This is an optimization exercise on Yosys and OpenROAD, whose aim is small area, not a production implementation. Where RTL was checked, it was by simulation tests only, not by an equivalence proof against the original. For run 1, only the layout was checked, not whether the RTL still works.

--- flow/config.mk ---
export PLATFORM = sky130hd
export DESIGN_NAME = gain
export DESIGN_NICKNAME = gain
export VERILOG_FILES = /design/flow/design.v
export SDC_FILE = /design/flow/constraint.sdc
export NUM_CORES = 4
export LEC_CHECK = 0
export CAP_MARGIN = 20
export CORE_MARGIN = 2
export CORE_UTILIZATION = 90
export CTS_BUF_LIST = sky130_fd_sc_hd__clkbuf_8
export SETUP_SLACK_MARGIN = 0.05
export SLEW_MARGIN = 20
export SYNTH_HIERARCHICAL = 1
export SYNTH_MINIMUM_KEEP_SIZE = 0
--- flow/design.v ---
module gainAvs
   ( input  logic              clk,
     input  logic              reset,     
     input  logic              avsWr,
     input  logic   [ 31 : 0 ] avsWrData,
     output logic   [ 31 : 0 ] avsRdData,
     output logic   [ 15 : 0 ] coef );    
   logic            wrSat, hold;
   logic [ 15 : 0 ] coefNext;
   assign wrSat = avsWr & ( |avsWrData[ 31 : 16 ] );
   assign hold  = ~avsWr;
   for ( genvar i = 0; i < 16; i++ ) begin : gBit
      gainCoefBit coefBitInst
         ( .wr   ( avsWr          ),
           .hold ( hold           ),
           .sat  ( wrSat          ),
           .d    ( avsWrData[ i ] ),
           .q    ( coef[ i ]      ),
           .n    ( coefNext[ i ]  ) );
   end
   always_ff @( posedge clk, posedge reset )
   if ( reset ) begin
      avsRdData <= '0;
      coef      <= 16'd256;    
   end else begin
      coef      <= coefNext;
      avsRdData <= { 16'b0, coef };
   end
endmodule
module gainCoefBit
   ( input  logic wr, hold, sat, d, q,
     output logic n );
   assign n = ( wr & d ) | ( hold & q ) | sat;
endmodule
module gainMult
   ( input  logic                   clk,
     input  logic                   reset,
     input  logic                   st,
     input  logic signed [ 15 : 0 ] a,
     input  logic        [ 15 : 0 ] coef,
     output logic                   rdy,
     output logic signed [ 15 : 0 ] y );
   logic          [ 1 : 0 ] rdyReg;
   logic         [ 15 : 0 ] aReg;
   logic         [ 15 : 0 ] nCoef;
   logic          [ 7 : 0 ] bNOne, bNTwo, bNeg;    
   logic         [ 23 : 8 ] nP;                    
   logic         [ 14 : 0 ] aMag;                  
   logic         [ 15 : 0 ] cSuf;                  
   logic                    big, neg, ovf, nSet0, nSet1;
   logic         [ 15 : 0 ] yNext;
   logic         [ 15 : 0 ] ag, ap;
   logic pp1, pw2, pp3, pp4, pp5, pp6, pp7, pp8, pp9, pp10, pp11, pp12;
   logic pp13, pp14, pp15, pp16, pp17, pp18, pp19, pp20, pw21, pp22, pp23, pp24;
   logic pp25, pp26, pp27, pp28, pp29, pp30, pp31, pp32, pp33, pp34, pp35, pp36;
   logic pp37, pp38, pp39, pw40, pp41, pp42, pp43, pp44, pp45, pp46, pp47, pp48;
   logic pp49, pp50, pp51, pp52, pp53, pp54, pp55, pp56, pp57, pp58, pw59, pp60;
   logic pp61, pp62, pp63, pp64, pp65, pp66, pp67, pp68, pp69, pp70, pp71, pp72;
   logic pp73, pp74, pp75, pp76, pp77, pw78, pp79, pp80, pp81, pp82, pp83, pp84;
   logic pp85, pp86, pp87, pp88, pp89, pp90, pp91, pp92, pp93, pp94, pw95, pp96;
   logic pp97, pp98, pp99, pp100, pp101, pp102, pp103, pp104, pp105, pp106, pp107, pp108;
   logic pp109, pw110, pp111, pp112, pp113, pp114, pp115, pp116, pp117, pp118, pp119, pp120;
   logic pp121, pp122, pw123, pp124, pp125, pp126, pp127, pp128, pp129, pp130, pp131, pp132;
   logic s133, c134, s135, c136, s137, c138, s139, c140, s141, c142, s143, c144;
   logic s145, c146, s147, c148, s149, c150, s151, c152, s153, c154, s155, c156;
   logic s157, c158, s159, c160, s161, c162, s163, c164, s165, c166, s167, c168;
   logic s169, c170, s171, c172, s173, c174, s175, c176, s177, c178, s179, c180;
   logic s181, c182, s183, c184, s185, c186, s187, c188, s189, c190, s191, c192;
   logic s193, c194, s195, c196, s197, c198, s199, c200, s201, c202, s203, c204;
   logic s205, c206, s207, c208, s209, c210, s211, c212, s213, c214, s215, c216;
   logic s217, c218, s219, c220, s221, c222, s223, c224, s225, c226, s227, c228;
   logic s229, c230, s231, c232, s233, c234, s235, c236, s237, c238, s239, c240;
   logic s241, c242, s243, c244, s245, c246, s247, c248, s249, c250, s251, c252;
   logic s253, c254, s255, c256, s257, c258, s259, c260, s261, c262, s263, c264;
   logic s265, c266, s267, c268, s269, c270, s271, c272, s273, c274, s275, c276;
   logic s277, c278, s279, c280, s281, c282, s283, c284, s285, c286, s287, c288;
   logic s289, c290, s291, c292, s293, c294, s295, c296, s297, c298, s299, c300;
   logic s301, c302, s303, c304, s305, c306, s307, c308, s309, c310, s311, c312;
   logic s313, c314, s315, c316, s317, c318, s319, c320, s321, c322, s323, c324;
   logic c325, c326, c327, c328, c329, c330, c331, c332, s333, pG334, pP335, pG336;
   logic pP337, pG338, pP339, pG340, pP341, pG342, pP343, pG344, pP345, pG346, pP347, pG348;
   logic pP349, pG350, pP351, pG352, pP353, pG354, pP355, pG356, pP357, pG358, pP359, pG360;
   logic pP361, pG362, pP363, pG364, pP365, pG366, pP367, pG368, pP369, pG370, pP371, pG372;
   logic pP373, pG374, pP375, pG376, pP377, pG378, pP379, pG380, pP381, pG382, pP383, pG384;
   logic pP385;
   always_ff @( posedge clk )
      aReg <= a;
   assign nCoef = ~coef;
   for ( genvar k = 0; k < 8; k++ ) begin : gEnc
      logic b2, b1, b0;
      assign b2 = aReg[ 2 * k + 1 ];
      assign b1 = aReg[ 2 * k ];
      if ( k == 0 ) begin : gLow
         assign b0 = 1'b0;
      end else begin : gHigh
         assign b0 = aReg[ 2 * k - 1 ];
      end
      assign bNOne[ k ] = ~( b1 ^ b0 );
      assign bNTwo[ k ] = ~( ( b2 & ~b1 & ~b0 ) | ( ~b2 & b1 & b0 ) );
      assign bNeg[ k ]  = b2;
   end
   gainLsb lsb2 ( bNOne[ 0 ], bNeg[ 0 ], nCoef[ 0 ], pp1, pw2 );
   gainBsel bsel3 ( bNOne[ 0 ], bNTwo[ 0 ], bNeg[ 0 ], nCoef[ 1 ], nCoef[ 0 ], pp3 );
   gainBsel bsel4 ( bNOne[ 0 ], bNTwo[ 0 ], bNeg[ 0 ], nCoef[ 2 ], nCoef[ 1 ], pp4 );
   gainBsel bsel5 ( bNOne[ 0 ], bNTwo[ 0 ], bNeg[ 0 ], nCoef[ 3 ], nCoef[ 2 ], pp5 );
   gainBsel bsel6 ( bNOne[ 0 ], bNTwo[ 0 ], bNeg[ 0 ], nCoef[ 4 ], nCoef[ 3 ], pp6 );
   gainBsel bsel7 ( bNOne[ 0 ], bNTwo[ 0 ], bNeg[ 0 ], nCoef[ 5 ], nCoef[ 4 ], pp7 );
   gainBsel bsel8 ( bNOne[ 0 ], bNTwo[ 0 ], bNeg[ 0 ], nCoef[ 6 ], nCoef[ 5 ], pp8 );
   gainBsel bsel9 ( bNOne[ 0 ], bNTwo[ 0 ], bNeg[ 0 ], nCoef[ 7 ], nCoef[ 6 ], pp9 );
   gainBsel bsel10 ( bNOne[ 0 ], bNTwo[ 0 ], bNeg[ 0 ], nCoef[ 8 ], nCoef[ 7 ], pp10 );
   gainBsel bsel11 ( bNOne[ 0 ], bNTwo[ 0 ], bNeg[ 0 ], nCoef[ 9 ], nCoef[ 8 ], pp11 );
   gainBsel bsel12 ( bNOne[ 0 ], bNTwo[ 0 ], bNeg[ 0 ], nCoef[ 10 ], nCoef[ 9 ], pp12 );
   gainBsel bsel13 ( bNOne[ 0 ], bNTwo[ 0 ], bNeg[ 0 ], nCoef[ 11 ], nCoef[ 10 ], pp13 );
   gainBsel bsel14 ( bNOne[ 0 ], bNTwo[ 0 ], bNeg[ 0 ], nCoef[ 12 ], nCoef[ 11 ], pp14 );
   gainBsel bsel15 ( bNOne[ 0 ], bNTwo[ 0 ], bNeg[ 0 ], nCoef[ 13 ], nCoef[ 12 ], pp15 );
   gainBsel bsel16 ( bNOne[ 0 ], bNTwo[ 0 ], bNeg[ 0 ], nCoef[ 14 ], nCoef[ 13 ], pp16 );
   gainBsel bsel17 ( bNOne[ 0 ], bNTwo[ 0 ], bNeg[ 0 ], nCoef[ 15 ], nCoef[ 14 ], pp17 );
   gainBsel1 bsel18 ( bNTwo[ 0 ], bNeg[ 0 ], nCoef[ 15 ], pp18 );
   assign pp19 = ~bNeg[ 0 ];
   gainLsb lsb21 ( bNOne[ 1 ], bNeg[ 1 ], nCoef[ 0 ], pp20, pw21 );
   gainBsel bsel22 ( bNOne[ 1 ], bNTwo[ 1 ], bNeg[ 1 ], nCoef[ 1 ], nCoef[ 0 ], pp22 );
   gainBsel bsel23 ( bNOne[ 1 ], bNTwo[ 1 ], bNeg[ 1 ], nCoef[ 2 ], nCoef[ 1 ], pp23 );
   gainBsel bsel24 ( bNOne[ 1 ], bNTwo[ 1 ], bNeg[ 1 ], nCoef[ 3 ], nCoef[ 2 ], pp24 );
   gainBsel bsel25 ( bNOne[ 1 ], bNTwo[ 1 ], bNeg[ 1 ], nCoef[ 4 ], nCoef[ 3 ], pp25 );
   gainBsel bsel26 ( bNOne[ 1 ], bNTwo[ 1 ], bNeg[ 1 ], nCoef[ 5 ], nCoef[ 4 ], pp26 );
   gainBsel bsel27 ( bNOne[ 1 ], bNTwo[ 1 ], bNeg[ 1 ], nCoef[ 6 ], nCoef[ 5 ], pp27 );
   gainBsel bsel28 ( bNOne[ 1 ], bNTwo[ 1 ], bNeg[ 1 ], nCoef[ 7 ], nCoef[ 6 ], pp28 );
   gainBsel bsel29 ( bNOne[ 1 ], bNTwo[ 1 ], bNeg[ 1 ], nCoef[ 8 ], nCoef[ 7 ], pp29 );
   gainBsel bsel30 ( bNOne[ 1 ], bNTwo[ 1 ], bNeg[ 1 ], nCoef[ 9 ], nCoef[ 8 ], pp30 );
   gainBsel bsel31 ( bNOne[ 1 ], bNTwo[ 1 ], bNeg[ 1 ], nCoef[ 10 ], nCoef[ 9 ], pp31 );
   gainBsel bsel32 ( bNOne[ 1 ], bNTwo[ 1 ], bNeg[ 1 ], nCoef[ 11 ], nCoef[ 10 ], pp32 );
   gainBsel bsel33 ( bNOne[ 1 ], bNTwo[ 1 ], bNeg[ 1 ], nCoef[ 12 ], nCoef[ 11 ], pp33 );
   gainBsel bsel34 ( bNOne[ 1 ], bNTwo[ 1 ], bNeg[ 1 ], nCoef[ 13 ], nCoef[ 12 ], pp34 );
   gainBsel bsel35 ( bNOne[ 1 ], bNTwo[ 1 ], bNeg[ 1 ], nCoef[ 14 ], nCoef[ 13 ], pp35 );
   gainBsel bsel36 ( bNOne[ 1 ], bNTwo[ 1 ], bNeg[ 1 ], nCoef[ 15 ], nCoef[ 14 ], pp36 );
   gainBsel1 bsel37 ( bNTwo[ 1 ], bNeg[ 1 ], nCoef[ 15 ], pp37 );
   assign pp38 = ~bNeg[ 1 ];
   gainLsb lsb40 ( bNOne[ 2 ], bNeg[ 2 ], nCoef[ 0 ], pp39, pw40 );
   gainBsel bsel41 ( bNOne[ 2 ], bNTwo[ 2 ], bNeg[ 2 ], nCoef[ 1 ], nCoef[ 0 ], pp41 );
   gainBsel bsel42 ( bNOne[ 2 ], bNTwo[ 2 ], bNeg[ 2 ], nCoef[ 2 ], nCoef[ 1 ], pp42 );
   gainBsel bsel43 ( bNOne[ 2 ], bNTwo[ 2 ], bNeg[ 2 ], nCoef[ 3 ], nCoef[ 2 ], pp43 );
   gainBsel bsel44 ( bNOne[ 2 ], bNTwo[ 2 ], bNeg[ 2 ], nCoef[ 4 ], nCoef[ 3 ], pp44 );
   gainBsel bsel45 ( bNOne[ 2 ], bNTwo[ 2 ], bNeg[ 2 ], nCoef[ 5 ], nCoef[ 4 ], pp45 );
   gainBsel bsel46 ( bNOne[ 2 ], bNTwo[ 2 ], bNeg[ 2 ], nCoef[ 6 ], nCoef[ 5 ], pp46 );
   gainBsel bsel47 ( bNOne[ 2 ], bNTwo[ 2 ], bNeg[ 2 ], nCoef[ 7 ], nCoef[ 6 ], pp47 );
   gainBsel bsel48 ( bNOne[ 2 ], bNTwo[ 2 ], bNeg[ 2 ], nCoef[ 8 ], nCoef[ 7 ], pp48 );
   gainBsel bsel49 ( bNOne[ 2 ], bNTwo[ 2 ], bNeg[ 2 ], nCoef[ 9 ], nCoef[ 8 ], pp49 );
   gainBsel bsel50 ( bNOne[ 2 ], bNTwo[ 2 ], bNeg[ 2 ], nCoef[ 10 ], nCoef[ 9 ], pp50 );
   gainBsel bsel51 ( bNOne[ 2 ], bNTwo[ 2 ], bNeg[ 2 ], nCoef[ 11 ], nCoef[ 10 ], pp51 );
   gainBsel bsel52 ( bNOne[ 2 ], bNTwo[ 2 ], bNeg[ 2 ], nCoef[ 12 ], nCoef[ 11 ], pp52 );
   gainBsel bsel53 ( bNOne[ 2 ], bNTwo[ 2 ], bNeg[ 2 ], nCoef[ 13 ], nCoef[ 12 ], pp53 );
   gainBsel bsel54 ( bNOne[ 2 ], bNTwo[ 2 ], bNeg[ 2 ], nCoef[ 14 ], nCoef[ 13 ], pp54 );
   gainBsel bsel55 ( bNOne[ 2 ], bNTwo[ 2 ], bNeg[ 2 ], nCoef[ 15 ], nCoef[ 14 ], pp55 );
   gainBsel1 bsel56 ( bNTwo[ 2 ], bNeg[ 2 ], nCoef[ 15 ], pp56 );
   assign pp57 = ~bNeg[ 2 ];
   gainLsb lsb59 ( bNOne[ 3 ], bNeg[ 3 ], nCoef[ 0 ], pp58, pw59 );
   gainBsel bsel60 ( bNOne[ 3 ], bNTwo[ 3 ], bNeg[ 3 ], nCoef[ 1 ], nCoef[ 0 ], pp60 );
   gainBsel bsel61 ( bNOne[ 3 ], bNTwo[ 3 ], bNeg[ 3 ], nCoef[ 2 ], nCoef[ 1 ], pp61 );
   gainBsel bsel62 ( bNOne[ 3 ], bNTwo[ 3 ], bNeg[ 3 ], nCoef[ 3 ], nCoef[ 2 ], pp62 );
   gainBsel bsel63 ( bNOne[ 3 ], bNTwo[ 3 ], bNeg[ 3 ], nCoef[ 4 ], nCoef[ 3 ], pp63 );
   gainBsel bsel64 ( bNOne[ 3 ], bNTwo[ 3 ], bNeg[ 3 ], nCoef[ 5 ], nCoef[ 4 ], pp64 );
   gainBsel bsel65 ( bNOne[ 3 ], bNTwo[ 3 ], bNeg[ 3 ], nCoef[ 6 ], nCoef[ 5 ], pp65 );
   gainBsel bsel66 ( bNOne[ 3 ], bNTwo[ 3 ], bNeg[ 3 ], nCoef[ 7 ], nCoef[ 6 ], pp66 );
   gainBsel bsel67 ( bNOne[ 3 ], bNTwo[ 3 ], bNeg[ 3 ], nCoef[ 8 ], nCoef[ 7 ], pp67 );
   gainBsel bsel68 ( bNOne[ 3 ], bNTwo[ 3 ], bNeg[ 3 ], nCoef[ 9 ], nCoef[ 8 ], pp68 );
   gainBsel bsel69 ( bNOne[ 3 ], bNTwo[ 3 ], bNeg[ 3 ], nCoef[ 10 ], nCoef[ 9 ], pp69 );
   gainBsel bsel70 ( bNOne[ 3 ], bNTwo[ 3 ], bNeg[ 3 ], nCoef[ 11 ], nCoef[ 10 ], pp70 );
   gainBsel bsel71 ( bNOne[ 3 ], bNTwo[ 3 ], bNeg[ 3 ], nCoef[ 12 ], nCoef[ 11 ], pp71 );
   gainBsel bsel72 ( bNOne[ 3 ], bNTwo[ 3 ], bNeg[ 3 ], nCoef[ 13 ], nCoef[ 12 ], pp72 );
   gainBsel bsel73 ( bNOne[ 3 ], bNTwo[ 3 ], bNeg[ 3 ], nCoef[ 14 ], nCoef[ 13 ], pp73 );
   gainBsel bsel74 ( bNOne[ 3 ], bNTwo[ 3 ], bNeg[ 3 ], nCoef[ 15 ], nCoef[ 14 ], pp74 );
   gainBsel1 bsel75 ( bNTwo[ 3 ], bNeg[ 3 ], nCoef[ 15 ], pp75 );
   assign pp76 = ~bNeg[ 3 ];
   gainLsb lsb78 ( bNOne[ 4 ], bNeg[ 4 ], nCoef[ 0 ], pp77, pw78 );
   gainBsel bsel79 ( bNOne[ 4 ], bNTwo[ 4 ], bNeg[ 4 ], nCoef[ 1 ], nCoef[ 0 ], pp79 );
   gainBsel bsel80 ( bNOne[ 4 ], bNTwo[ 4 ], bNeg[ 4 ], nCoef[ 2 ], nCoef[ 1 ], pp80 );
   gainBsel bsel81 ( bNOne[ 4 ], bNTwo[ 4 ], bNeg[ 4 ], nCoef[ 3 ], nCoef[ 2 ], pp81 );
   gainBsel bsel82 ( bNOne[ 4 ], bNTwo[ 4 ], bNeg[ 4 ], nCoef[ 4 ], nCoef[ 3 ], pp82 );
   gainBsel bsel83 ( bNOne[ 4 ], bNTwo[ 4 ], bNeg[ 4 ], nCoef[ 5 ], nCoef[ 4 ], pp83 );
   gainBsel bsel84 ( bNOne[ 4 ], bNTwo[ 4 ], bNeg[ 4 ], nCoef[ 6 ], nCoef[ 5 ], pp84 );
   gainBsel bsel85 ( bNOne[ 4 ], bNTwo[ 4 ], bNeg[ 4 ], nCoef[ 7 ], nCoef[ 6 ], pp85 );
   gainBsel bsel86 ( bNOne[ 4 ], bNTwo[ 4 ], bNeg[ 4 ], nCoef[ 8 ], nCoef[ 7 ], pp86 );
   gainBsel bsel87 ( bNOne[ 4 ], bNTwo[ 4 ], bNeg[ 4 ], nCoef[ 9 ], nCoef[ 8 ], pp87 );
   gainBsel bsel88 ( bNOne[ 4 ], bNTwo[ 4 ], bNeg[ 4 ], nCoef[ 10 ], nCoef[ 9 ], pp88 );
   gainBsel bsel89 ( bNOne[ 4 ], bNTwo[ 4 ], bNeg[ 4 ], nCoef[ 11 ], nCoef[ 10 ], pp89 );
   gainBsel bsel90 ( bNOne[ 4 ], bNTwo[ 4 ], bNeg[ 4 ], nCoef[ 12 ], nCoef[ 11 ], pp90 );
   gainBsel bsel91 ( bNOne[ 4 ], bNTwo[ 4 ], bNeg[ 4 ], nCoef[ 13 ], nCoef[ 12 ], pp91 );
   gainBsel bsel92 ( bNOne[ 4 ], bNTwo[ 4 ], bNeg[ 4 ], nCoef[ 14 ], nCoef[ 13 ], pp92 );
   gainBsel bsel93 ( bNOne[ 4 ], bNTwo[ 4 ], bNeg[ 4 ], nCoef[ 15 ], nCoef[ 14 ], pp93 );
   gainLsb lsb95 ( bNOne[ 5 ], bNeg[ 5 ], nCoef[ 0 ], pp94, pw95 );
   gainBsel bsel96 ( bNOne[ 5 ], bNTwo[ 5 ], bNeg[ 5 ], nCoef[ 1 ], nCoef[ 0 ], pp96 );
   gainBsel bsel97 ( bNOne[ 5 ], bNTwo[ 5 ], bNeg[ 5 ], nCoef[ 2 ], nCoef[ 1 ], pp97 );
   gainBsel bsel98 ( bNOne[ 5 ], bNTwo[ 5 ], bNeg[ 5 ], nCoef[ 3 ], nCoef[ 2 ], pp98 );
   gainBsel bsel99 ( bNOne[ 5 ], bNTwo[ 5 ], bNeg[ 5 ], nCoef[ 4 ], nCoef[ 3 ], pp99 );
   gainBsel bsel100 ( bNOne[ 5 ], bNTwo[ 5 ], bNeg[ 5 ], nCoef[ 5 ], nCoef[ 4 ], pp100 );
   gainBsel bsel101 ( bNOne[ 5 ], bNTwo[ 5 ], bNeg[ 5 ], nCoef[ 6 ], nCoef[ 5 ], pp101 );
   gainBsel bsel102 ( bNOne[ 5 ], bNTwo[ 5 ], bNeg[ 5 ], nCoef[ 7 ], nCoef[ 6 ], pp102 );
   gainBsel bsel103 ( bNOne[ 5 ], bNTwo[ 5 ], bNeg[ 5 ], nCoef[ 8 ], nCoef[ 7 ], pp103 );
   gainBsel bsel104 ( bNOne[ 5 ], bNTwo[ 5 ], bNeg[ 5 ], nCoef[ 9 ], nCoef[ 8 ], pp104 );
   gainBsel bsel105 ( bNOne[ 5 ], bNTwo[ 5 ], bNeg[ 5 ], nCoef[ 10 ], nCoef[ 9 ], pp105 );
   gainBsel bsel106 ( bNOne[ 5 ], bNTwo[ 5 ], bNeg[ 5 ], nCoef[ 11 ], nCoef[ 10 ], pp106 );
   gainBsel bsel107 ( bNOne[ 5 ], bNTwo[ 5 ], bNeg[ 5 ], nCoef[ 12 ], nCoef[ 11 ], pp107 );
   gainBsel bsel108 ( bNOne[ 5 ], bNTwo[ 5 ], bNeg[ 5 ], nCoef[ 13 ], nCoef[ 12 ], pp108 );
   gainLsb lsb110 ( bNOne[ 6 ], bNeg[ 6 ], nCoef[ 0 ], pp109, pw110 );
   gainBsel bsel111 ( bNOne[ 6 ], bNTwo[ 6 ], bNeg[ 6 ], nCoef[ 1 ], nCoef[ 0 ], pp111 );
   gainBsel bsel112 ( bNOne[ 6 ], bNTwo[ 6 ], bNeg[ 6 ], nCoef[ 2 ], nCoef[ 1 ], pp112 );
   gainBsel bsel113 ( bNOne[ 6 ], bNTwo[ 6 ], bNeg[ 6 ], nCoef[ 3 ], nCoef[ 2 ], pp113 );
   gainBsel bsel114 ( bNOne[ 6 ], bNTwo[ 6 ], bNeg[ 6 ], nCoef[ 4 ], nCoef[ 3 ], pp114 );
   gainBsel bsel115 ( bNOne[ 6 ], bNTwo[ 6 ], bNeg[ 6 ], nCoef[ 5 ], nCoef[ 4 ], pp115 );
   gainBsel bsel116 ( bNOne[ 6 ], bNTwo[ 6 ], bNeg[ 6 ], nCoef[ 6 ], nCoef[ 5 ], pp116 );
   gainBsel bsel117 ( bNOne[ 6 ], bNTwo[ 6 ], bNeg[ 6 ], nCoef[ 7 ], nCoef[ 6 ], pp117 );
   gainBsel bsel118 ( bNOne[ 6 ], bNTwo[ 6 ], bNeg[ 6 ], nCoef[ 8 ], nCoef[ 7 ], pp118 );
   gainBsel bsel119 ( bNOne[ 6 ], bNTwo[ 6 ], bNeg[ 6 ], nCoef[ 9 ], nCoef[ 8 ], pp119 );
   gainBsel bsel120 ( bNOne[ 6 ], bNTwo[ 6 ], bNeg[ 6 ], nCoef[ 10 ], nCoef[ 9 ], pp120 );
   gainBsel bsel121 ( bNOne[ 6 ], bNTwo[ 6 ], bNeg[ 6 ], nCoef[ 11 ], nCoef[ 10 ], pp121 );
   gainLsb lsb123 ( bNOne[ 7 ], bNeg[ 7 ], nCoef[ 0 ], pp122, pw123 );
   gainBsel bsel124 ( bNOne[ 7 ], bNTwo[ 7 ], bNeg[ 7 ], nCoef[ 1 ], nCoef[ 0 ], pp124 );
   gainBsel bsel125 ( bNOne[ 7 ], bNTwo[ 7 ], bNeg[ 7 ], nCoef[ 2 ], nCoef[ 1 ], pp125 );
   gainBsel bsel126 ( bNOne[ 7 ], bNTwo[ 7 ], bNeg[ 7 ], nCoef[ 3 ], nCoef[ 2 ], pp126 );
   gainBsel bsel127 ( bNOne[ 7 ], bNTwo[ 7 ], bNeg[ 7 ], nCoef[ 4 ], nCoef[ 3 ], pp127 );
   gainBsel bsel128 ( bNOne[ 7 ], bNTwo[ 7 ], bNeg[ 7 ], nCoef[ 5 ], nCoef[ 4 ], pp128 );
   gainBsel bsel129 ( bNOne[ 7 ], bNTwo[ 7 ], bNeg[ 7 ], nCoef[ 6 ], nCoef[ 5 ], pp129 );
   gainBsel bsel130 ( bNOne[ 7 ], bNTwo[ 7 ], bNeg[ 7 ], nCoef[ 7 ], nCoef[ 6 ], pp130 );
   gainBsel bsel131 ( bNOne[ 7 ], bNTwo[ 7 ], bNeg[ 7 ], nCoef[ 8 ], nCoef[ 7 ], pp131 );
   gainBsel bsel132 ( bNOne[ 7 ], bNTwo[ 7 ], bNeg[ 7 ], nCoef[ 9 ], nCoef[ 8 ], pp132 );
   gainHa ha134 ( pp13, pp30, s133, c134 );
   gainFa fa136 ( pp14, pp31, pp48, s135, c136 );
   gainFa fa138 ( pp15, pp32, pp49, s137, c138 );
   gainHa ha140 ( pp66, pp83, s139, c140 );
   gainFa fa142 ( pp16, pp33, pp50, s141, c142 );
   gainFa fa144 ( pp67, pp84, pp99, s143, c144 );
   gainFa fa146 ( pp17, pp34, pp51, s145, c146 );
   gainFa fa148 ( pp68, pp85, pp100, s147, c148 );
   gainHa ha150 ( pp113, pw123, s149, c150 );
   gainFa fa152 ( pp18, pp35, pp52, s151, c152 );
   gainFa fa154 ( pp69, pp86, pp101, s153, c154 );
   gainHa ha156 ( pp114, pp125, s155, c156 );
   gainXnor xn158 ( pp19, pp36, s157 );
   gainOr or158 ( pp19, pp36, c158 );
   gainFa fa160 ( pp53, pp70, pp87, s159, c160 );
   gainFa fa162 ( pp102, pp115, pp126, s161, c162 );
   gainXnor xn164 ( pp37, pp54, s163 );
   gainOr or164 ( pp37, pp54, c164 );
   gainFa fa166 ( pp71, pp88, pp103, s165, c166 );
   gainHa ha168 ( pp116, pp127, s167, c168 );
   gainFa fa170 ( pp38, pp55, pp72, s169, c170 );
   gainFa fa172 ( pp89, pp104, pp117, s171, c172 );
   gainXnor xn174 ( pp56, pp73, s173 );
   gainOr or174 ( pp56, pp73, c174 );
   gainHa ha176 ( pp90, pp105, s175, c176 );
   gainFa fa178 ( pp57, pp74, pp91, s177, c178 );
   assign s179 = ~pp75;
   assign c180 = pp75;
   gainHa ha182 ( pp9, pp26, s181, c182 );
   gainFa fa184 ( pp10, pp27, pp44, s183, c184 );
   gainFa fa186 ( pp11, pp28, pp45, s185, c186 );
   gainHa ha188 ( pp62, pw78, s187, c188 );
   gainFa fa190 ( pp12, pp29, pp46, s189, c190 );
   gainFa fa192 ( pp63, pp80, pp94, s191, c192 );
   gainFa fa194 ( pp47, pp64, pp81, s193, c194 );
   gainFa fa196 ( pw95, pp96, s133, s195, c196 );
   gainFa fa198 ( pp65, pp82, pp97, s197, c198 );
   gainFa fa200 ( pp109, c134, s135, s199, c200 );
   gainFa fa202 ( pp98, pw110, pp111, s201, c202 );
   gainFa fa204 ( s139, c136, s137, s203, c204 );
   gainFa fa206 ( pp112, pp122, c140, s205, c206 );
   gainFa fa208 ( c138, s141, s143, s207, c208 );
   gainFa fa210 ( pp124, s149, c142, s209, c210 );
   gainFa fa212 ( c144, s145, s147, s211, c212 );
   gainFa fa214 ( s155, c150, c146, s213, c214 );
   gainFa fa216 ( c148, s151, s153, s215, c216 );
   gainFa fa218 ( c156, c152, c154, s217, c218 );
   gainFa fa220 ( s157, s159, s161, s219, c220 );
   gainFa fa222 ( s167, c158, c160, s221, c222 );
   gainFa fa224 ( c162, s163, s165, s223, c224 );
   gainFa fa226 ( pp128, c168, c164, s225, c226 );
   gainFa fa228 ( c166, s169, s171, s227, c228 );
   gainFa fa230 ( pp118, pp129, s175, s229, c230 );
   gainFa fa232 ( c170, c172, s173, s231, c232 );
   gainFa fa234 ( pp106, pp119, pp130, s233, c234 );
   gainFa fa236 ( c176, c174, s177, s235, c236 );
   gainFa fa238 ( pp92, pp107, pp120, s237, c238 );
   gainFa fa240 ( pp131, s179, c178, s239, c240 );
   gainFa fa242 ( pp76, pp93, pp108, s241, c242 );
   gainFa fa244 ( pp121, pp132, c180, s243, c244 );
   gainHa ha246 ( pp7, pp24, s245, c246 );
   gainFa fa248 ( pp8, pp25, pp42, s247, c248 );
   gainFa fa250 ( pp43, pw59, pp60, s249, c250 );
   gainFa fa252 ( pp61, pp77, c182, s251, c252 );
   gainFa fa254 ( pp79, s187, c184, s253, c254 );
   gainFa fa256 ( c188, c186, s189, s255, c256 );
   gainFa fa258 ( c190, c192, s193, s257, c258 );
   gainFa fa260 ( c194, s197, c196, s259, c260 );
   gainFa fa262 ( c198, s201, c200, s261, c262 );
   gainFa fa264 ( c202, s205, c204, s263, c264 );
   gainFa fa266 ( c206, s209, c208, s265, c266 );
   gainFa fa268 ( c210, s213, c212, s267, c268 );
   gainFa fa270 ( c214, s217, c216, s269, c270 );
   gainFa fa272 ( c218, s221, c220, s271, c272 );
   gainFa fa274 ( c222, s225, c224, s273, c274 );
   gainFa fa276 ( s229, c226, c228, s275, c276 );
   gainFa fa278 ( s233, c230, c232, s277, c278 );
   gainFa fa280 ( c234, s237, s239, s279, c280 );
   gainFa fa282 ( c238, s241, s243, s281, c282 );
   gainHa ha284 ( pp5, pw21, s283, c284 );
   gainFa fa286 ( pp6, pp23, pp39, s285, c286 );
   gainFa fa288 ( pw40, pp41, s245, s287, c288 );
   gainFa fa290 ( pp58, c246, s247, s289, c290 );
   gainFa fa292 ( s181, c248, s249, s291, c292 );
   gainFa fa294 ( c250, s183, s251, s293, c294 );
   gainFa fa296 ( s185, c252, s253, s295, c296 );
   gainFa fa298 ( s191, c254, s255, s297, c298 );
   gainFa fa300 ( s195, c256, s257, s299, c300 );
   gainFa fa302 ( c258, s199, s259, s301, c302 );
   gainFa fa304 ( s203, c260, s261, s303, c304 );
   gainFa fa306 ( s207, c262, s263, s305, c306 );
   gainFa fa308 ( s211, c264, s265, s307, c308 );
   gainFa fa310 ( s215, c266, s267, s309, c310 );
   gainFa fa312 ( s219, c268, s269, s311, c312 );
   gainFa fa314 ( s223, c270, s271, s313, c314 );
   gainFa fa316 ( s227, c272, s273, s315, c316 );
   gainFa fa318 ( s231, c274, s275, s317, c318 );
   gainFa fa320 ( s235, c276, s277, s319, c320 );
   gainFa fa322 ( c236, c278, s279, s321, c322 );
   gainFa fa324 ( c240, s281, c280, s323, c324 );
   assign c325 = pw2 & pp3;
   gainMaj maj326 ( pp4, pp20, c325, c326 );
   gainMaj maj327 ( pp22, s283, c326, c327 );
   gainMaj maj328 ( s285, c284, c327, c328 );
   gainMaj maj329 ( s287, c286, c328, c329 );
   gainMaj maj330 ( s289, c288, c329, c330 );
   gainMaj maj331 ( s291, c290, c330, c331 );
   gainFa fa333 ( s293, c292, c331, s333, c332 );
   assign nP[ 8 ] = ~s333;
   assign ag[ 0 ] = 1'b1 & c332;
   assign ap[ 0 ] = 1'b1 ^ c332;
   assign ag[ 1 ] = s295 & c294;
   assign ap[ 1 ] = s295 ^ c294;
   assign ag[ 2 ] = s297 & c296;
   assign ap[ 2 ] = s297 ^ c296;
   assign ag[ 3 ] = s299 & c298;
   assign ap[ 3 ] = s299 ^ c298;
   assign ag[ 4 ] = s301 & c300;
   assign ap[ 4 ] = s301 ^ c300;
   assign ag[ 5 ] = s303 & c302;
   assign ap[ 5 ] = s303 ^ c302;
   assign ag[ 6 ] = s305 & c304;
   assign ap[ 6 ] = s305 ^ c304;
   assign ag[ 7 ] = s307 & c306;
   assign ap[ 7 ] = s307 ^ c306;
   assign ag[ 8 ] = s309 & c308;
   assign ap[ 8 ] = s309 ^ c308;
   assign ag[ 9 ] = s311 & c310;
   assign ap[ 9 ] = s311 ^ c310;
   assign ag[ 10 ] = s313 & c312;
   assign ap[ 10 ] = s313 ^ c312;
   assign ag[ 11 ] = s315 & c314;
   assign ap[ 11 ] = s315 ^ c314;
   assign ag[ 12 ] = s317 & c316;
   assign ap[ 12 ] = s317 ^ c316;
   assign ag[ 13 ] = s319 & c318;
   assign ap[ 13 ] = s319 ^ c318;
   assign ag[ 14 ] = s321 & c320;
   assign ap[ 14 ] = s321 ^ c320;
   assign ag[ 15 ] = s323 & c322;
   assign ap[ 15 ] = s323 ^ c322;
   assign pG334 = ag[ 1 ] | ( ap[ 1 ] & ag[ 0 ] );
   assign pP335 = ap[ 1 ] & ap[ 0 ];
   assign pG336 = ag[ 3 ] | ( ap[ 3 ] & ag[ 2 ] );
   assign pP337 = ap[ 3 ] & ap[ 2 ];
   assign pG338 = ag[ 5 ] | ( ap[ 5 ] & ag[ 4 ] );
   assign pP339 = ap[ 5 ] & ap[ 4 ];
   assign pG340 = ag[ 7 ] | ( ap[ 7 ] & ag[ 6 ] );
   assign pP341 = ap[ 7 ] & ap[ 6 ];
   assign pG342 = ag[ 9 ] | ( ap[ 9 ] & ag[ 8 ] );
   assign pP343 = ap[ 9 ] & ap[ 8 ];
   assign pG344 = ag[ 11 ] | ( ap[ 11 ] & ag[ 10 ] );
   assign pP345 = ap[ 11 ] & ap[ 10 ];
   assign pG346 = ag[ 13 ] | ( ap[ 13 ] & ag[ 12 ] );
   assign pP347 = ap[ 13 ] & ap[ 12 ];
   assign pG348 = ag[ 15 ] | ( ap[ 15 ] & ag[ 14 ] );
   assign pP349 = ap[ 15 ] & ap[ 14 ];
   assign pG350 = pG336 | ( pP337 & pG334 );
   assign pP351 = pP337 & pP335;
   assign pG352 = pG340 | ( pP341 & pG338 );
   assign pP353 = pP341 & pP339;
   assign pG354 = pG344 | ( pP345 & pG342 );
   assign pP355 = pP345 & pP343;
   assign pG356 = pG348 | ( pP349 & pG346 );
   assign pP357 = pP349 & pP347;
   assign pG358 = pG352 | ( pP353 & pG350 );
   assign pP359 = pP353 & pP351;
   assign pG360 = pG356 | ( pP357 & pG354 );
   assign pP361 = pP357 & pP355;
   assign pG362 = pG360 | ( pP361 & pG358 );
   assign pP363 = pP361 & pP359;
   assign pG364 = pG354 | ( pP355 & pG358 );
   assign pP365 = pP355 & pP359;
   assign pG366 = pG338 | ( pP339 & pG350 );
   assign pP367 = pP339 & pP351;
   assign pG368 = pG342 | ( pP343 & pG358 );
   assign pP369 = pP343 & pP359;
   assign pG370 = pG346 | ( pP347 & pG364 );
   assign pP371 = pP347 & pP365;
   assign pG372 = ag[ 2 ] | ( ap[ 2 ] & pG334 );
   assign pP373 = ap[ 2 ] & pP335;
   assign pG374 = ag[ 4 ] | ( ap[ 4 ] & pG350 );
   assign pP375 = ap[ 4 ] & pP351;
   assign pG376 = ag[ 6 ] | ( ap[ 6 ] & pG366 );
   assign pP377 = ap[ 6 ] & pP367;
   assign pG378 = ag[ 8 ] | ( ap[ 8 ] & pG358 );
   assign pP379 = ap[ 8 ] & pP359;
   assign pG380 = ag[ 10 ] | ( ap[ 10 ] & pG368 );
   assign pP381 = ap[ 10 ] & pP369;
   assign pG382 = ag[ 12 ] | ( ap[ 12 ] & pG364 );
   assign pP383 = ap[ 12 ] & pP365;
   assign pG384 = ag[ 14 ] | ( ap[ 14 ] & pG370 );
   assign pP385 = ap[ 14 ] & pP371;
   assign nP[ 9 ] = ~( ap[ 1 ] ^ ag[ 0 ] );
   assign nP[ 10 ] = ~( ap[ 2 ] ^ pG334 );
   assign nP[ 11 ] = ~( ap[ 3 ] ^ pG372 );
   assign nP[ 12 ] = ~( ap[ 4 ] ^ pG350 );
   assign nP[ 13 ] = ~( ap[ 5 ] ^ pG374 );
   assign nP[ 14 ] = ~( ap[ 6 ] ^ pG366 );
   assign nP[ 15 ] = ~( ap[ 7 ] ^ pG376 );
   assign nP[ 16 ] = ~( ap[ 8 ] ^ pG358 );
   assign nP[ 17 ] = ~( ap[ 9 ] ^ pG378 );
   assign nP[ 18 ] = ~( ap[ 10 ] ^ pG368 );
   assign nP[ 19 ] = ~( ap[ 11 ] ^ pG380 );
   assign nP[ 20 ] = ~( ap[ 12 ] ^ pG364 );
   assign nP[ 21 ] = ~( ap[ 13 ] ^ pG382 );
   assign nP[ 22 ] = ~( ap[ 14 ] ^ pG370 );
   assign nP[ 23 ] = ~( ap[ 15 ] ^ pG384 );
   assign aMag = aReg[ 14 : 0 ] ^ { 15{ aReg[ 15 ] } };
   assign cSuf[ 15 ] = coef[ 15 ];
   for ( genvar k = 14; k >= 0; k-- ) begin : gSuf
      assign cSuf[ k ] = cSuf[ k + 1 ] | coef[ k ];
   end
   assign big = |( aMag[ 14 : 8 ] & { cSuf[ 9 ], cSuf[ 10 ], cSuf[ 11 ], cSuf[ 12 ], cSuf[ 13 ], cSuf[ 14 ], cSuf[ 15 ] } );
   assign neg = aReg[ 15 ] & cSuf[ 0 ];
   assign ovf = big | ~( nP[ 23 ] ^ neg );
   assign nSet0 = ~( ovf & ~neg );
   for ( genvar k = 0; k < 15; k++ ) begin : gSat
      gainSat satInst ( ovf, nP[ k + 8 ], nSet0, yNext[ k ] );
   end
   assign yNext[ 15 ] = neg;
   always_ff @( posedge clk, posedge reset )
   if ( reset ) begin
      y      <= '0;
      rdyReg <= '0;
   end else begin
      rdyReg <= { rdyReg[ 0 ], st };
      y      <= yNext;
   end
   assign rdy = rdyReg[ 1 ];
endmodule
module gainBsel
   ( input  logic nOne, nTwo, neg, nc0, nc1,
     output logic x );
   assign x = ~( ( nOne | nc0 ) & ( nTwo | nc1 ) ) ^ neg;
endmodule
module gainBsel1
   ( input  logic nSel, neg, nc,
     output logic x );
   assign x = ~( nSel | nc ) ^ neg;
endmodule
module gainLsb
   ( input  logic nSel, neg, nc,
     output logic u, w );
   assign u = ~( nSel | nc );
   assign w = neg & ( nSel | nc );
endmodule
module gainFa
   ( input  logic a, b, ci,
     output logic s, co );
   assign s  = a ^ b ^ ci;
   assign co = ( a & b ) | ( a & ci ) | ( b & ci );
endmodule
module gainXnor
   ( input  logic a, b,
     output logic s );
   assign s = ~( a ^ b );
endmodule
module gainOr
   ( input  logic a, b,
     output logic co );
   assign co = a | b;
endmodule
module gainHa
   ( input  logic a, b,
     output logic s, co );
   assign s  = a ^ b;
   assign co = a & b;
endmodule
module gainMaj
   ( input  logic a, b, ci,
     output logic co );
   assign co = ( a & b ) | ( a & ci ) | ( b & ci );
endmodule
module gainSat
   ( input  logic ovf, nP, nSet,
     output logic y );
   assign y = ~( ( ovf | nP ) & nSet );
endmodule
module gain
   ( input  logic                 clk,
     input  logic                 reset,
     input  logic                 avsWr,
     input  logic        [ 31 : 0 ] avsWrData,
     output logic        [ 31 : 0 ] avsRdData,
     input  logic                 st,
     input  logic signed [ 15 : 0 ] a,
     output logic                 rdy,
     output logic signed [ 15 : 0 ] y );
   logic [ 15 : 0 ] coef;
   gainAvs gainAvsInst
      ( .clk       ( clk       ),
        .reset     ( reset     ),
        .avsWr     ( avsWr     ),
        .avsWrData ( avsWrData ),
        .avsRdData ( avsRdData ),
        .coef      ( coef      ) );
   gainMult gainMultInst
      ( .clk   ( clk                ),
        .reset ( reset              ),
        .st    ( st                 ),
        .a     ( a                  ),
        .coef  ( avsRdData[ 15 : 0 ] ),
        .rdy   ( rdy                ),
        .y     ( y                  ) );
endmodule
--- flow/flow/run.sh ---
#!/bin/bash
# Standard layout (the standard.sh: standard synthesis and ORFS steps) with these
# changes: every combinational cell is set to its smallest drive strength after
# floorplan (flow/downsize.tcl; later repair steps size up what they need), the ports
# are buffered with the smallest buffer cell, and clock tree synthesis adds no dummy
# loads, and the constant outputs share one tie cell. Each ORFS step keeps its own log under orfs/logs/; make's output goes to
# standard_flow.log.
set -euo pipefail
here=$(pwd)
bash standard.sh "POST_FLOORPLAN_TCL=$here/flow/downsize.tcl" \
  'BUFFER_PORTS_ARGS=-buffer_cell sky130_fd_sc_hd__buf_1' \
  'CTS_ARGS=-sink_clustering_enable -repair_clock_nets -buf_list sky130_fd_sc_hd__clkbuf_8 -dont_use_dummy_load' \
  'SKIP_REPAIR_TIE_FANOUT=1' finish > standard_flow.log 2>&1
--- flow/flow/downsize.tcl ---
# Sourced after floorplan (POST_FLOORPLAN_TCL): give every combinational cell
# the smallest drive strength of its function; the later repair steps size up
# what timing, slew and capacitance need.
set skip {^(df|dl|sdf|edf|conb|tap|fill|decap|diode|clk|lpflow|probe|macro)}
set dont_use [split [string trim $::env(DONT_USE_CELLS)]]
set n_swapped 0
foreach inst [get_cells *] {
  set m [get_property $inst ref_name]
  if { ![regexp {^sky130_fd_sc_hd__(.+)_([0-9]+)$} $m -> base drv] } { continue }
  if { [regexp $skip $base] } { continue }
  set best ""
  set best_area 1e9
  foreach lc [get_lib_cells sky130_fd_sc_hd__${base}_*] {
    set name [get_property $lc name]
    if { ![regexp "^sky130_fd_sc_hd__${base}_\[0-9\]+\$" $name] } { continue }
    if { [lsearch -exact $dont_use $name] >= 0 } { continue }
    set a [get_property $lc area]
    if { $a < $best_area } {
      set best_area $a
      set best $name
    }
  }
  if { $best ne "" && $best ne $m } {
    set cur_area [get_property [lindex [get_lib_cells $m] 0] area]
    if { $best_area < $cur_area } {
      replace_cell [get_property $inst full_name] $best
      incr n_swapped
    }
  }
}
puts "downsize: $n_swapped cells downsized"
--- flow/constraint.sdc ---
create_clock -name core_clock -period 6.4 [get_ports {clk}]
set_input_delay 1.2800 -clock core_clock [delete_from_list [all_inputs] [get_ports {clk}]]
set_output_delay 1.2800 -clock core_clock [all_outputs]
set_load 0.01 [all_outputs]
--- flow/standard.sh ---
#!/bin/bash
# synth_recipe.tcl (not shown) runs the flow's synth.tcl, then flattens the netlist and writes it again
# the make line also repeats each setting of config.mk as NAME=value (left out here)
make -C /OpenROAD-flow-scripts/flow DESIGN_CONFIG=/design/flow/config.mk WORK_HOME=/design/flow/orfs CLKGATE_MAP_FILE= SYNTH_SCRIPT=/design/flow/synth_recipe.tcl "${@:-finish}"
==> results.json, run 1 <==
{
  "die_w_um": 94.54,
  "cp_top_family": "adder cells",
  "wl_met1_mm": 7.774,
  "antenna_found_initial": 0,
  "drc_errors": 0,
  "slew_headroom": 0.3962,
  "dp.cells": 830,
  "cts_tree": "yes",
  "end_kind": "flop",
  "path_class": "flop to flop",
  "cp_cell_sequence": "inv_1 > nor3_1 > a21oi_2 > buf_4 > o22ai_1 > xor2_1 > fa_1 > fa_1 > fa_1 > fa_1 > ha_1 > o21ai_0 > a21oi_1 > nand4_1 > o21ai_1 > a21oi_2 > fa_2 > xor2_2 > xnor2_2 > xor2_1 > buf_4 > nand2b_4 > o21ai_2",
  "fin_util": 0.9488,
  "clk_pin_slew_worst_paths_ps": 80,
  "fin_ws_ps": -316.0,
  "topRoutingLayerUsed": "met5",
  "ys_warn_count": 8,
  "tightest_slew_ps": 901.3,
  "viasPerCell": 8.098,
  "firstDrtPassIters": 22,
  "fp.dieH_um": 94.54,
  "layout.cells.non_filler": 847,
  "crit_top_cell": "fa_1",
  "first_iter_violations": 1604,
  "hold-path-cell-count": 0,
  "placed_cell_area_sq_um": 7306,
  "grt_pass1_vias": 6446,
  "hold_violations": 0,
  "io_buffers": 84,
  "vias": 6859,
  "r2r-end": "gainMultInst.y[14]",
  "holdPathEnd": "gainAvsInst.avsRdData[15]",
  "dr_wl_met3_mm": 4.527,
  "core_area_sq_um": 8093,
  "cp_slowest_cell": "fa_1",
  "clk_path_buf_depth": 2,
  "skew_ps": 20.64,
  "gp_congestion": 0.9881,
  "hold_slack_ps": 367.3,
  "crit_fanout": 15,
  "synth_nets": 787,
  "die-area_sq_um": 8937,
  "syn_to_final_growth_pct": 4.087,
  "final_nets": 911,
  "avgSynthCellArea_sq_um": 11.90,
  "hp-class": "flop to flop",
  "maxSlewViolCount": 0,
  "r2r-start": "gainMultInst.aReg[7]",
  "routed_wl_mm": 26.51,
  "antenna_left": 0,
  "clk_latency_ps": 370,
  "preCtsSetupSlack_ps": -477.5,
  "finalCritPeriodShare": 1.049,
  "outcome": "failed layout checks",
  "htree_levels": 3,
  "arrival_ps": 7000,
  "grtUsageTotal": 0.5285,
  "start_kind": "flop",
  "final_area_sq_um": 7679,
  "cp_num_buf_inv": 3,
  "numCtsBuffers": 9,
  "grt_max_degree": 33,
  "start_util": 0.9116,
  "cts_sinks": 66,
  "wl_per_cell_um": 31.30,
  "layout-drive-gt1-share": 0.1321,
  "so_faults": "negative setup slack",
  "cap_violations": 0,
  "setup_violations": 15,
  "nFillCells": 222,
  "timing.fmax_mhz": 148.9,
  "cts_root_buf": "clkbuf_8",
  "postSynthCellCount": 620,
  "r2r_cells": 23,
  "met2_length_mm": 10.82,
  "rows": 33,
  "crit_required_ps": 6680,
  "ctsHoldBuffers": 0,
  "pin_count": 101,
  "grt_overflow_total": 0,
  "grt_pass1_wl_mm": 34.27,
  "antenna_cells": 0,
  "tns_ps": -4011,
  "reg2reg_slack_ps": -320,
  "cp_slowest_stage_delay_ps": 620,
  "syn-cell-area_sq_um": 7377,
  "hp-start": "gainAvsInst.coef[15]",
  "dp_hpwl_mm": 14.96,
  "period_needed_ps": 6716
}
## worst max-delay path by stage
stage / startpoint / depth (start not counted) / endpoint / slack, ps
global route: gainAvsInst.avsRdData[1] / 24 / gainMultInst.y[0] / -390
global placement: gainMultInst.aReg[1] / 23 / gainMultInst.y[10] / 60
finish: gainMultInst.aReg[7] / 23 / gainMultInst.y[14] / -320
CTS: gainAvsInst.avsRdData[1] / 24 / gainMultInst.y[9] / 60
detailed placement: gainMultInst.aReg[1] / 23 / gainMultInst.y[13] / -480
floorplan: gainMultInst.aReg[7] / 17 / gainMultInst.y[0] / 60
## placed cells by master (no fill, tap or decap), types with 7 or more instances in the layout
master and count:
dfxtp_1 14, a21oi_1 7, o22ai_1 105, buf_4 43, buf_1 84, inv_1 41, o21ai_2 9, a221o_1 16
xnor2_1 10, dfrtp_1 49, nor2_1 19, ha_1 24, o21ai_1 8, fa_1 88, clkbuf_8 9, o21a_1 8
nor4_1 7, xor2_1 119
## cell type report
class	count	area [sq um]	share of cell area
inverters	46	172.7	0.02249
repair buffers	131	683.2	0.08897
flip-flops and latches	66	1578	0.2055
clock buffers	9	123.9	0.01613
well taps	105	131.4	0.01711
multi-input cells	490	4990	0.6498
## per-layer routing
metal | track usage | vias up
met3 | 0.2546 | 416
met1 | 0.6054 | 3098
met2 | 0.7833 | 893
met5 | 0.01190 | -
li1 | - | 2450
met4 | 0.3611 | 2
## registers in the layout, indices dropped and copies added (netlist names)
name,count
gainMultInst.rdyReg,2
gainMultInst.aReg,16
gainMultInst.y,16
gainAvsInst.avsRdData,16
gainAvsInst.coef,16
## timing repair
item	4_1_cts	5_1_grt
setup endpoints to repair	15	15
buffers inserted	2	4
gates resized for setup	5	43
gates cloned	1	1
pin swaps	3	15
==> run 2: changes to the inputs <==
--- a/flow/design.v
+++ b/flow/design.v
@@ -51,3 +51,3 @@
    logic         [ 15 : 0 ] yNext;
-   logic         [ 15 : 0 ] ag, ap;
+   logic         [ 16 : 0 ] ag, ap;
    logic pp1, pw2, pp3, pp4, pp5, pp6, pp7, pp8, pp9, pp10, pp11, pp12;
@@ -79,3 +79,3 @@
    logic s313, c314, s315, c316, s317, c318, s319, c320, s321, c322, s323, c324;
-   logic c325, c326, c327, c328, c329, c330, c331, c332, s333, pG334, pP335, pG336;
+   logic c325, c326, c327, c328, c329, c330, c331, pG332, pP333, pG334, pP335, pG336;
    logic pP337, pG338, pP339, pG340, pP341, pG342, pP343, pG344, pP345, pG346, pP347, pG348;
@@ -332,103 +332,106 @@
    gainMaj maj331 ( s291, c290, c330, c331 );
-   gainFa fa333 ( s293, c292, c331, s333, c332 );
-   assign nP[ 8 ] = ~s333;
-   assign ag[ 0 ] = 1'b1 & c332;
-   assign ap[ 0 ] = 1'b1 ^ c332;
-   assign ag[ 1 ] = s295 & c294;
-   assign ap[ 1 ] = s295 ^ c294;
-   assign ag[ 2 ] = s297 & c296;
-   assign ap[ 2 ] = s297 ^ c296;
-   assign ag[ 3 ] = s299 & c298;
-   assign ap[ 3 ] = s299 ^ c298;
-   assign ag[ 4 ] = s301 & c300;
-   assign ap[ 4 ] = s301 ^ c300;
-   assign ag[ 5 ] = s303 & c302;
-   assign ap[ 5 ] = s303 ^ c302;
-   assign ag[ 6 ] = s305 & c304;
-   assign ap[ 6 ] = s305 ^ c304;
-   assign ag[ 7 ] = s307 & c306;
-   assign ap[ 7 ] = s307 ^ c306;
-   assign ag[ 8 ] = s309 & c308;
-   assign ap[ 8 ] = s309 ^ c308;
-   assign ag[ 9 ] = s311 & c310;
-   assign ap[ 9 ] = s311 ^ c310;
-   assign ag[ 10 ] = s313 & c312;
-   assign ap[ 10 ] = s313 ^ c312;
-   assign ag[ 11 ] = s315 & c314;
-   assign ap[ 11 ] = s315 ^ c314;
-   assign ag[ 12 ] = s317 & c316;
-   assign ap[ 12 ] = s317 ^ c316;
-   assign ag[ 13 ] = s319 & c318;
-   assign ap[ 13 ] = s319 ^ c318;
-   assign ag[ 14 ] = s321 & c320;
-   assign ap[ 14 ] = s321 ^ c320;
-   assign ag[ 15 ] = s323 & c322;
-   assign ap[ 15 ] = s323 ^ c322;
-   assign pG334 = ag[ 1 ] | ( ap[ 1 ] & ag[ 0 ] );
-   assign pP335 = ap[ 1 ] & ap[ 0 ];
-   assign pG336 = ag[ 3 ] | ( ap[ 3 ] & ag[ 2 ] );
-   assign pP337 = ap[ 3 ] & ap[ 2 ];
-   assign pG338 = ag[ 5 ] | ( ap[ 5 ] & ag[ 4 ] );
-   assign pP339 = ap[ 5 ] & ap[ 4 ];
-   assign pG340 = ag[ 7 ] | ( ap[ 7 ] & ag[ 6 ] );
-   assign pP341 = ap[ 7 ] & ap[ 6 ];
-   assign pG342 = ag[ 9 ] | ( ap[ 9 ] & ag[ 8 ] );
-   assign pP343 = ap[ 9 ] & ap[ 8 ];
-   assign pG344 = ag[ 11 ] | ( ap[ 11 ] & ag[ 10 ] );
-   assign pP345 = ap[ 11 ] & ap[ 10 ];
-   assign pG346 = ag[ 13 ] | ( ap[ 13 ] & ag[ 12 ] );
-   assign pP347 = ap[ 13 ] & ap[ 12 ];
-   assign pG348 = ag[ 15 ] | ( ap[ 15 ] & ag[ 14 ] );
-   assign pP349 = ap[ 15 ] & ap[ 14 ];
-   assign pG350 = pG336 | ( pP337 & pG334 );
-   assign pP351 = pP337 & pP335;
-   assign pG352 = pG340 | ( pP341 & pG338 );
-   assign pP353 = pP341 & pP339;
-   assign pG354 = pG344 | ( pP345 & pG342 );
-   assign pP355 = pP345 & pP343;
-   assign pG356 = pG348 | ( pP349 & pG346 );
-   assign pP357 = pP349 & pP347;
-   assign pG358 = pG352 | ( pP353 & pG350 );
-   assign pP359 = pP353 & pP351;
-   assign pG360 = pG356 | ( pP357 & pG354 );
-   assign pP361 = pP357 & pP355;
-   assign pG362 = pG360 | ( pP361 & pG358 );
-   assign pP363 = pP361 & pP359;
-   assign pG364 = pG354 | ( pP355 & pG358 );
-   assign pP365 = pP355 & pP359;
-   assign pG366 = pG338 | ( pP339 & pG350 );
-   assign pP367 = pP339 & pP351;
-   assign pG368 = pG342 | ( pP343 & pG358 );
-   assign pP369 = pP343 & pP359;
-   assign pG370 = pG346 | ( pP347 & pG364 );
-   assign pP371 = pP347 & pP365;
-   assign pG372 = ag[ 2 ] | ( ap[ 2 ] & pG334 );
-   assign pP373 = ap[ 2 ] & pP335;
-   assign pG374 = ag[ 4 ] | ( ap[ 4 ] & pG350 );
-   assign pP375 = ap[ 4 ] & pP351;
-   assign pG376 = ag[ 6 ] | ( ap[ 6 ] & pG366 );
-   assign pP377 = ap[ 6 ] & pP367;
-   assign pG378 = ag[ 8 ] | ( ap[ 8 ] & pG358 );
-   assign pP379 = ap[ 8 ] & pP359;
-   assign pG380 = ag[ 10 ] | ( ap[ 10 ] & pG368 );
-   assign pP381 = ap[ 10 ] & pP369;
-   assign pG382 = ag[ 12 ] | ( ap[ 12 ] & pG364 );
-   assign pP383 = ap[ 12 ] & pP365;
-   assign pG384 = ag[ 14 ] | ( ap[ 14 ] & pG370 );
-   assign pP385 = ap[ 14 ] & pP371;
-   assign nP[ 9 ] = ~( ap[ 1 ] ^ ag[ 0 ] );
-   assign nP[ 10 ] = ~( ap[ 2 ] ^ pG334 );
-   assign nP[ 11 ] = ~( ap[ 3 ] ^ pG372 );
-   assign nP[ 12 ] = ~( ap[ 4 ] ^ pG350 );
-   assign nP[ 13 ] = ~( ap[ 5 ] ^ pG374 );
-   assign nP[ 14 ] = ~( ap[ 6 ] ^ pG366 );
-   assign nP[ 15 ] = ~( ap[ 7 ] ^ pG376 );
-   assign nP[ 16 ] = ~( ap[ 8 ] ^ pG358 );
-   assign nP[ 17 ] = ~( ap[ 9 ] ^ pG378 );
-   assign nP[ 18 ] = ~( ap[ 10 ] ^ pG368 );
-   assign nP[ 19 ] = ~( ap[ 11 ] ^ pG380 );
-   assign nP[ 20 ] = ~( ap[ 12 ] ^ pG364 );
-   assign nP[ 21 ] = ~( ap[ 13 ] ^ pG382 );
-   assign nP[ 22 ] = ~( ap[ 14 ] ^ pG370 );
-   assign nP[ 23 ] = ~( ap[ 15 ] ^ pG384 );
+   assign ag[ 0 ] = 1'b1 & c331;
+   assign ap[ 0 ] = 1'b1 ^ c331;
+   assign ag[ 1 ] = s293 & c292;
+   assign ap[ 1 ] = s293 ^ c292;
+   assign ag[ 2 ] = s295 & c294;
+   assign ap[ 2 ] = s295 ^ c294;
+   assign ag[ 3 ] = s297 & c296;
+   assign ap[ 3 ] = s297 ^ c296;
+   assign ag[ 4 ] = s299 & c298;
+   assign ap[ 4 ] = s299 ^ c298;
+   assign ag[ 5 ] = s301 & c300;
+   assign ap[ 5 ] = s301 ^ c300;
+   assign ag[ 6 ] = s303 & c302;
+   assign ap[ 6 ] = s303 ^ c302;
+   assign ag[ 7 ] = s305 & c304;
+   assign ap[ 7 ] = s305 ^ c304;
+   assign ag[ 8 ] = s307 & c306;
+   assign ap[ 8 ] = s307 ^ c306;
+   assign ag[ 9 ] = s309 & c308;
+   assign ap[ 9 ] = s309 ^ c308;
+   assign ag[ 10 ] = s311 & c310;
+   assign ap[ 10 ] = s311 ^ c310;
+   assign ag[ 11 ] = s313 & c312;
+   assign ap[ 11 ] = s313 ^ c312;
+   assign ag[ 12 ] = s315 & c314;
+   assign ap[ 12 ] = s315 ^ c314;
+   assign ag[ 13 ] = s317 & c316;
+   assign ap[ 13 ] = s317 ^ c316;
+   assign ag[ 14 ] = s319 & c318;
+   assign ap[ 14 ] = s319 ^ c318;
+   assign ag[ 15 ] = s321 & c320;
+   assign ap[ 15 ] = s321 ^ c320;
+   assign ag[ 16 ] = s323 & c322;
+   assign ap[ 16 ] = s323 ^ c322;
+   assign pG332 = ag[ 1 ] | ( ap[ 1 ] & ag[ 0 ] );
+   assign pP333 = ap[ 1 ] & ap[ 0 ];
+   assign pG334 = ag[ 3 ] | ( ap[ 3 ] & ag[ 2 ] );
+   assign pP335 = ap[ 3 ] & ap[ 2 ];
+   assign pG336 = ag[ 5 ] | ( ap[ 5 ] & ag[ 4 ] );
+   assign pP337 = ap[ 5 ] & ap[ 4 ];
+   assign pG338 = ag[ 7 ] | ( ap[ 7 ] & ag[ 6 ] );
+   assign pP339 = ap[ 7 ] & ap[ 6 ];
+   assign pG340 = ag[ 9 ] | ( ap[ 9 ] & ag[ 8 ] );
+   assign pP341 = ap[ 9 ] & ap[ 8 ];
+   assign pG342 = ag[ 11 ] | ( ap[ 11 ] & ag[ 10 ] );
+   assign pP343 = ap[ 11 ] & ap[ 10 ];
+   assign pG344 = ag[ 13 ] | ( ap[ 13 ] & ag[ 12 ] );
+   assign pP345 = ap[ 13 ] & ap[ 12 ];
+   assign pG346 = ag[ 15 ] | ( ap[ 15 ] & ag[ 14 ] );
+   assign pP347 = ap[ 15 ] & ap[ 14 ];
+   assign pG348 = pG334 | ( pP335 & pG332 );
+   assign pP349 = pP335 & pP333;
+   assign pG350 = pG338 | ( pP339 & pG336 );
+   assign pP351 = pP339 & pP337;
+   assign pG352 = pG342 | ( pP343 & pG340 );
+   assign pP353 = pP343 & pP341;
+   assign pG354 = pG346 | ( pP347 & pG344 );
+   assign pP355 = pP347 & pP345;
+   assign pG356 = pG350 | ( pP351 & pG348 );
+   assign pP357 = pP351 & pP349;
+   assign pG358 = pG354 | ( pP355 & pG352 );
+   assign pP359 = pP355 & pP353;
+   assign pG360 = pG358 | ( pP359 & pG356 );
+   assign pP361 = pP359 & pP357;
+   assign pG362 = pG352 | ( pP353 & pG356 );
+   assign pP363 = pP353 & pP357;
+   assign pG364 = pG336 | ( pP337 & pG348 );
+   assign pP365 = pP337 & pP349;
+   assign pG366 = pG340 | ( pP341 & pG356 );
+   assign pP367 = pP341 & pP357;
+   assign pG368 = pG344 | ( pP345 & pG362 );
+   assign pP369 = pP345 & pP363;
+   assign pG370 = ag[ 2 ] | ( ap[ 2 ] & pG332 );
+   assign pP371 = ap[ 2 ] & pP333;
+   assign pG372 = ag[ 4 ] | ( ap[ 4 ] & pG348 );
+   assign pP373 = ap[ 4 ] & pP349;
+   assign pG374 = ag[ 6 ] | ( ap[ 6 ] & pG364 );
+   assign pP375 = ap[ 6 ] & pP365;
+   assign pG376 = ag[ 8 ] | ( ap[ 8 ] & pG356 );
+   assign pP377 = ap[ 8 ] & pP357;
+   assign pG378 = ag[ 10 ] | ( ap[ 10 ] & pG366 );
+   assign pP379 = ap[ 10 ] & pP367;
+   assign pG380 = ag[ 12 ] | ( ap[ 12 ] & pG362 );
+   assign pP381 = ap[ 12 ] & pP363;
+   assign pG382 = ag[ 14 ] | ( ap[ 14 ] & pG368 );
+   assign pP383 = ap[ 14 ] & pP369;
+   assign pG384 = ag[ 16 ] | ( ap[ 16 ] & pG360 );
+   assign pP385 = ap[ 16 ] & pP361;
+   assign nP[ 8 ] = ~( ap[ 1 ] ^ ag[ 0 ] );
+   assign nP[ 9 ] = ~( ap[ 2 ] ^ pG332 );
+   assign nP[ 10 ] = ~( ap[ 3 ] ^ pG370 );
+   assign nP[ 11 ] = ~( ap[ 4 ] ^ pG348 );
+   assign nP[ 12 ] = ~( ap[ 5 ] ^ pG372 );
+   assign nP[ 13 ] = ~( ap[ 6 ] ^ pG364 );
+   assign nP[ 14 ] = ~( ap[ 7 ] ^ pG374 );
+   assign nP[ 15 ] = ~( ap[ 8 ] ^ pG356 );
+   assign nP[ 16 ] = ~( ap[ 9 ] ^ pG376 );
+   assign nP[ 17 ] = ~( ap[ 10 ] ^ pG366 );
+   assign nP[ 18 ] = ~( ap[ 11 ] ^ pG378 );
+   assign nP[ 19 ] = ~( ap[ 12 ] ^ pG362 );
+   assign nP[ 20 ] = ~( ap[ 13 ] ^ pG380 );
+   assign nP[ 21 ] = ~( ap[ 14 ] ^ pG368 );
+   assign nP[ 22 ] = ~( ap[ 15 ] ^ pG382 );
+   assign nP[ 23 ] = ~( ap[ 16 ] ^ pG360 );
    assign aMag = aReg[ 14 : 0 ] ^ { 15{ aReg[ 15 ] } };
==> results.json, run 2 <==
{
  "start_kind": "flop",
  "grt_pass1_wl_mm": 30.88,
  "period_needed_ps": 6034,
  "outcome": "timing/DRC/antenna clean",
  "grt_overflow_total": 0,
  "syn_to_final_growth_pct": -0.2677,
  "antenna_cells": 0,
  "hp-class": "flop to flop",
  "syn-cell-area_sq_um": 7480,
  "tns_ps": 0,
  "gp_congestion": 0.9776,
  "path_class": "flop to flop",
  "hold_violations": 0,
  "routed_wl_mm": 19.86,
  "start_util": 0.9196,
  "viasPerCell": 7.176,
  "antenna_left": 0,
  "vias": 6042,
  "die_w_um": 95.17,
  "tightest_slew_ps": 889.4,
  "setup_violations": 0,
  "synth_nets": 796,
  "ys_warn_count": 8,
  "htree_levels": 3,
  "final_common_cell": "xor2_1",
  "post_cts_buffers": 0,
  "crit_fanout": 15,
  "dp_hpwl_mm": 13.40,
  "first_iter_violations": 806,
  "avgSynthCellArea_sq_um": 11.91,
  "crit_required_ps": 6580,
  "cts_resized": 0,
  "final_nets": 907,
  "drc_errors": 0,
  "arrival_ps": 6210,
  "core_area_sq_um": 8134,
  "clk_pin_slew_worst_paths_ps": 80,
  "end_kind": "flop",
  "maxSlewViolCount": 0,
  "grt_max_degree": 33,
  "grt_pass1_vias": 6125,
  "cts_tree": "yes",
  "finalCritPeriodShare": 0.9428,
  "timing.fmax_mhz": 165.7,
  "ctsHoldBuffers": 0,
  "final_cell_mix": "117 x xor2_1, 109 x o22ai_1, 90 x fa_1",
  "clk_latency_ps": 360,
  "fp.dieH_um": 95.17,
  "layout-drive-gt1-share": 0.06377,
  "rsz0062_at_grt": "no",
  "postSynthCellCount": 628,
  "slew_headroom": 0.3917,
  "rows": 33,
  "cap_violations": 0,
  "firstDrtPassIters": 8,
  "cts_sinks": 66,
  "grtUsageTotal": 0.4521,
  "cts_root_buf": "clkbuf_8",
  "skew_ps": 22.09,
  "io_buffers": 84,
  "numCtsBuffers": 9,
  "wl_per_cell_um": 23.59,
  "antenna_found_initial": 0,
  "clk_path_buf_depth": 2,
  "die-area_sq_um": 9056,
  "pin_count": 101
}
==> run 2: layer usage <==
| layer | track usage | part of all wire |
|---|---|---|
| met5 | 0 | 0 |
| met4 | 0.2766 | 0.079 |
| met3 | 0.1186 | 0.12 |
| met2 | 0.7242 | 0.47 |
| met1 | 0.5481 | 0.33 |
==> run 2: per-stage QoR <==
step           hold WS [ps]  utilization  cells  area (sq um)  setup WS (ps)
3_5_place_dp          345.5       0.9009    833          7328          600.2
5_1_grt               366.8       0.9171    842          7460          53.62
6_report              370.5       0.9171    842          7460          366.4
3_3_place_gp          334.1       0.9000    833          7321          877.0
4_1_cts               358.1       0.9162    842          7452          545.4
2_1_floorplan         331.2            -    628          7480          270.1
==> run 2: critical path, stage by stage, from the launching register on <==
cell     delay, ps
dfxtp_1        700
inv_1          200
nor3_1         250
a21oi_1        150
buf_4          230
o22ai_1        160
xor2_1         220
fa_1           470
fa_1           460
fa_1           520
fa_1           480
ha_1           350
nand4_1        130
a211o_1        370
a211o_1        360
nand2_1         80
a21o_1         520
o21ai_1        180
==> run 2: layout make-up <==
type                            count  area [sq um]
Tap cell                          105         131.4
Multi-Input combinational cell    503          4907
Sequential cell                    66          1573
Clock buffer                        9         123.9
Fill cell                         312         674.4
Timing Repair Buffer              118         570.5
Inverter                           41         153.9
==> run 2: worst paths after layout <==
check | cells past startpoint | startpoint | slack [ps] | end
worst max-delay path | 17 | gainMultInst.aReg[5] | 370 | gainMultInst.y[2]
worst min-delay path | 0 | gainMultInst.rdyReg[0] | 370 | gainMultInst.rdyReg[1]
worst max register to register | 17 | gainMultInst.aReg[5] | 370 | gainMultInst.y[2]
worst min register to register | 0 | gainMultInst.rdyReg[0] | 370 | gainMultInst.rdyReg[1]
max in group asynchronous | 2 | reset | 4740 | gainMultInst.y[12]
min in group asynchronous | 2 | reset | 1010 | gainAvsInst.coef[10]

==> what the ideal ports hide <==
In the flow no input, the clock included, has a driving cell. The finished layouts below were timed again as built, in two steps.
Step 1: set_driving_cell puts a clkbuf_16 on clk and a buf_2 on each other input, an assumption about the parent block.
Step 2 also shifts input and output timing later by t, the mid clock arrival at the registers, as if the neighbouring blocks saw the same clock.
Slacks: no drivers / after step 1 / after step 2; pairs: no drivers / after step 1.
| run | shift t [ns] | slack for setup (ns) | worst setup path at the end | slew at the worst register clock pin (ns) | cell pins on the clock port's net |
|---|---|---|---|---|---|
| run 1 | 0.395 | -0.316 / -0.316 / -0.316 | register to register | 0.08 / 0.08 | 1 |
| run 2 | 0.379 | 0.366 / 0.366 / 0.366 | register to register | 0.08 / 0.08 | 1 |
